This design comes from an exercise in tuning for small area, a short achievable clock period and few clock cycles per item on the open sky130 flow, not from production work. Only simulation tests tie the RTL to the original design; equivalence was not proved. Power and IR drop assume default switching activity.

==> fjord <==
// mmult
module mmult(
    input clk,
    input reset_n,
    input enable,
    input [0:9*8-1] A_mat,
    input [0:9*8-1] B_mat,
    output valid,
    output reg [0:9*17-1] C_mat
);
    reg [0:71] A, B;
    reg [1:0] cnt;
    wire load = !enable || !reset_n;
    assign valid = cnt[1] & cnt[0];
    wire [7:0] a0 = A[0:7];
    wire [7:0] a1 = A[24:31];
    wire [7:0] a2 = A[48:55];
    wire [7:0] b0 = B[0:7];
    wire [7:0] b1 = B[8:15];
    wire [7:0] b2 = B[16:23];
    wire [16:0] acc0 = C_mat[0:16];
    wire c00_p0_0 = a0[0] & b0[0];
    wire c00_p0_1 = a0[0] & b0[1];
    wire c00_p0_2 = a0[0] & b0[2];
    wire c00_p0_3 = a0[0] & b0[3];
    wire c00_p0_4 = a0[0] & b0[4];
    wire c00_p0_5 = a0[0] & b0[5];
    wire c00_p0_6 = a0[0] & b0[6];
    wire c00_p0_7 = a0[0] & b0[7];
    wire c00_p1_0 = a0[1] & b0[0];
    wire c00_p1_1 = a0[1] & b0[1];
    wire c00_p1_2 = a0[1] & b0[2];
    wire c00_p1_3 = a0[1] & b0[3];
    wire c00_p1_4 = a0[1] & b0[4];
    wire c00_p1_5 = a0[1] & b0[5];
    wire c00_p1_6 = a0[1] & b0[6];
    wire c00_p1_7 = a0[1] & b0[7];
    wire c00_p2_0 = a0[2] & b0[0];
    wire c00_p2_1 = a0[2] & b0[1];
    wire c00_p2_2 = a0[2] & b0[2];
    wire c00_p2_3 = a0[2] & b0[3];
    wire c00_p2_4 = a0[2] & b0[4];
    wire c00_p2_5 = a0[2] & b0[5];
    wire c00_p2_6 = a0[2] & b0[6];
    wire c00_p2_7 = a0[2] & b0[7];
    wire c00_p3_0 = a0[3] & b0[0];
    wire c00_p3_1 = a0[3] & b0[1];
    wire c00_p3_2 = a0[3] & b0[2];
  ...
Settings: LEC_CHECK=0, CAP_MARGIN=20, CORE_MARGIN=2, CORE_UTILIZATION=40, SLEW_MARGIN=20; clock period 11.0 ns.
standard.sh (not shown) runs the stock make flow with config.mk's settings and CLKGATE_MAP_FILE= SYNTH_SCRIPT=/design/flow/synth_recipe.tcl, a recipe that flattens the netlist after the stock synthesis.
==> flow/flow/run.sh <==
#!/bin/bash
# Standard layout, with these changes: Yosys's "abc -fast" pre-pass is skipped
# (so the full adders extract with clean polarity), the port buffers are the
# smallest plain buffer instead of the delay buffer buffer_ports picks, and
# timing repair aims for 6.0 ns of setup slack instead of 0.
export SYNTH_ARGS=-noabc
export BUFFER_PORTS_ARGS="-buffer_cell sky130_fd_sc_hd__buf_1"
export SETUP_SLACK_MARGIN=6.0
bash standard.sh > standard.log 2>&1
==> onyx (differences from fjord) <==
==> flow/flow/run.sh (replaced) <==
#!/bin/bash
# Standard layout, with these changes: Yosys's "abc -fast" pre-pass is skipped
# (so the full adders extract with clean polarity), the port buffers are the
# smallest plain buffer instead of the delay buffer buffer_ports picks, and
# timing repair aims for 6.5 ns of setup slack instead of 0.
export SYNTH_ARGS=-noabc
export BUFFER_PORTS_ARGS="-buffer_cell sky130_fd_sc_hd__buf_1"
export SETUP_SLACK_MARGIN=6.5
bash standard.sh > standard.log 2>&1
- CORE_UTILIZATION: 40 -> 60
==> garnet (differences from fjord) <==
==> flow/flow/run.sh (replaced) <==
#!/bin/bash
# Standard layout (the standard.sh), with these changes:
# - Yosys's "abc -fast" pre-pass is skipped, so the full adders extract with
#   clean polarity (no inverters between them);
# - the port buffers are the smallest plain buffer instead of the delay buffer
#   buffer_ports picks;
# - timing repair aims for 0 ns of setup slack in floorplan and 7.5 ns after
#   placement, instead of 0. The clock, period and constraints are unchanged.
# After placement the repair only uses these moves: unbuffer,sizeup,swap.
set -e
export SYNTH_ARGS=-noabc
export BUFFER_PORTS_ARGS="-buffer_cell sky130_fd_sc_hd__buf_1"
export SETUP_SLACK_MARGIN=0
bash standard.sh synth floorplan > standard_synth_floorplan.log 2>&1
export SETUP_SLACK_MARGIN=7.5
export SETUP_MOVE_SEQUENCE=unbuffer,sizeup,swap
bash standard.sh > standard.log 2>&1
==> results.rst <==
.. list-table::
   :header-rows: 1

   * - Metric
     - Value
   * - Outcome
     - complete, no violations
   * - Design internal power
     - ~0.0044 W
   * - Count of cells along the worst register-to-register path
     - 13
   * - Top metal layer carrying routed signals
     - met5
   * - DIE HEIGHT
     - roughly 220 µm
   * - Length of the first detailed-routing pass in iterations
     - 6
   * - Reg2reg setup slack
     - 6670 ps
   * - Multi-input gate share of the layout cell area
     - between 60 and 70%
   * - Sequential cell area share
     - 20.0%
   * - First element of the critical path
     - A[29]
   * - Tap cells
     - 615
   * - Worst Clk Skew
     - 19.5 ps
the above is filed under onyx

==> results.rst <==
.. list-table::
   :header-rows: 1

   * - Metric
     - Value
   * - Outcome
     - complete, no violations
   * - Highest achievable clock rate
     - between 0.2 and 0.25 GHz
   * - Multi-input gate share of the layout cell area
     - 68.0%
   * - Warning count from the yosys run
     - 1
   * - Tap cells
     - 950
   * - Reg2reg setup slack
     - 6270 ps
   * - Worst path cell trace
     - and2_1 -> fa_1 -> fa_1 -> fa_1 -> fa_1 -> ha_1 -> nand2_1 -> or3_1 -> nor4b_2 -> o31a_1 -> nor3_1
   * - DIE HEIGHT
     - 272 µm
   * - Worst Clk Skew
     - 27.0 ps
   * - Design internal power
     - 0.00447 W
   * - Power Total
     - 0.00845 W
   * - Setup TNS Final
     - 0 ps
   * - Top metal layer carrying routed signals
     - met4
   * - Count of cells along the worst register-to-register path
     - 11
   * - Sum of routed wire length over all layers
     - between 70000 and 80000 µm
   * - Length of the first detailed-routing pass in iterations
     - 5
   * - First element of the critical path
     - A[4]
   * - Sequential cell area share
     - around a fifth
the above is filed under fjord

==> results.rst <==
.. list-table::
   :header-rows: 1

   * - Metric
     - Value
   * - Switching share of power
     - between 40% and 50%
   * - Library cells used by synthesis
     - between 70 and 80
   * - Most frequent cells in the layout
     - sky130_fd_sc_hd__and2_1, sky130_fd_sc_hd__fa_1, sky130_fd_sc_hd__nand2_1, sky130_fd_sc_hd__buf_1, sky130_fd_sc_hd__dfxtp_1
   * - Design internal power
     - slightly below 0.006 W
   * - Cell with the most instances after synthesis
     - sky130_fd_sc_hd__and2_1
   * - Row count
     - between 90 and 100
   * - Sequential cell area share
     - between 15 and 20%
   * - Compound-cell area share of the yosys netlist
     - around 8.3%
   * - Worst Clk Skew
     - between 20 and 30 ps
   * - Tap cells
     - 950
   * - Count of cells along the worst register-to-register path
     - 13
   * - Multi-input gate share of the layout cell area
     - approximately 69%
   * - First element of the critical path
     - A[53]
   * - Endpoint class of the critical path
     - flip-flop
   * - Outcome
     - complete, no violations
   * - Top metal layer carrying routed signals
     - met4
   * - Clock transition time at the flip-flop clock pins of the worst setup and hold paths
     - roughly 60 ps
the above is filed under garnet

Testbench counts of fjord, summed over its fixed seeds: cycles 2,048, items 512.
Testbench counts of onyx, summed over its fixed seeds: cycles 2,048, items 512.
Testbench counts of garnet, summed over its fixed seeds: cycles 2,048, items 512.

## static timing again, ports no longer ideal
The flow's constraints put no driver on any port. The routed layouts listed below were extracted and timed again, unchanged, in two steps.
Step 1 (the two cells are an assumption about what drives the block):
set clk [get_ports {clk}]
set_driving_cell -lib_cell sky130_fd_sc_hd__clkbuf_16 $clk
set_driving_cell -lib_cell sky130_fd_sc_hd__buf_2 [delete_from_list [all_inputs] $clk]
Step 2 adds t to the input delays and takes it off the output delays; t is the mean of the earliest and latest rising clock arrival at the registers after step 1. Input paths then give back, and output paths get back, about the clock's delay inside the block.
a / b / c = no drivers / after step 1 / after step 2; a / b = the first two.
run | shift t [ns] | setup WS [ns] | worst slew at a driven data input, ns
fjord | 0.642 | 6.270 / 6.270 / 5.994 | 0.07
onyx | 0.624 | 6.674 / 6.674 / 6.248 | 0.06
garnet | 0.640 | 6.874 / 6.874 / 6.654 | 0.07
After both steps every run listed still meets setup and hold. For onyx, which loses most, drivers alone change the setup slack by 0.000 ns; drivers and shift together by -0.426 ns.
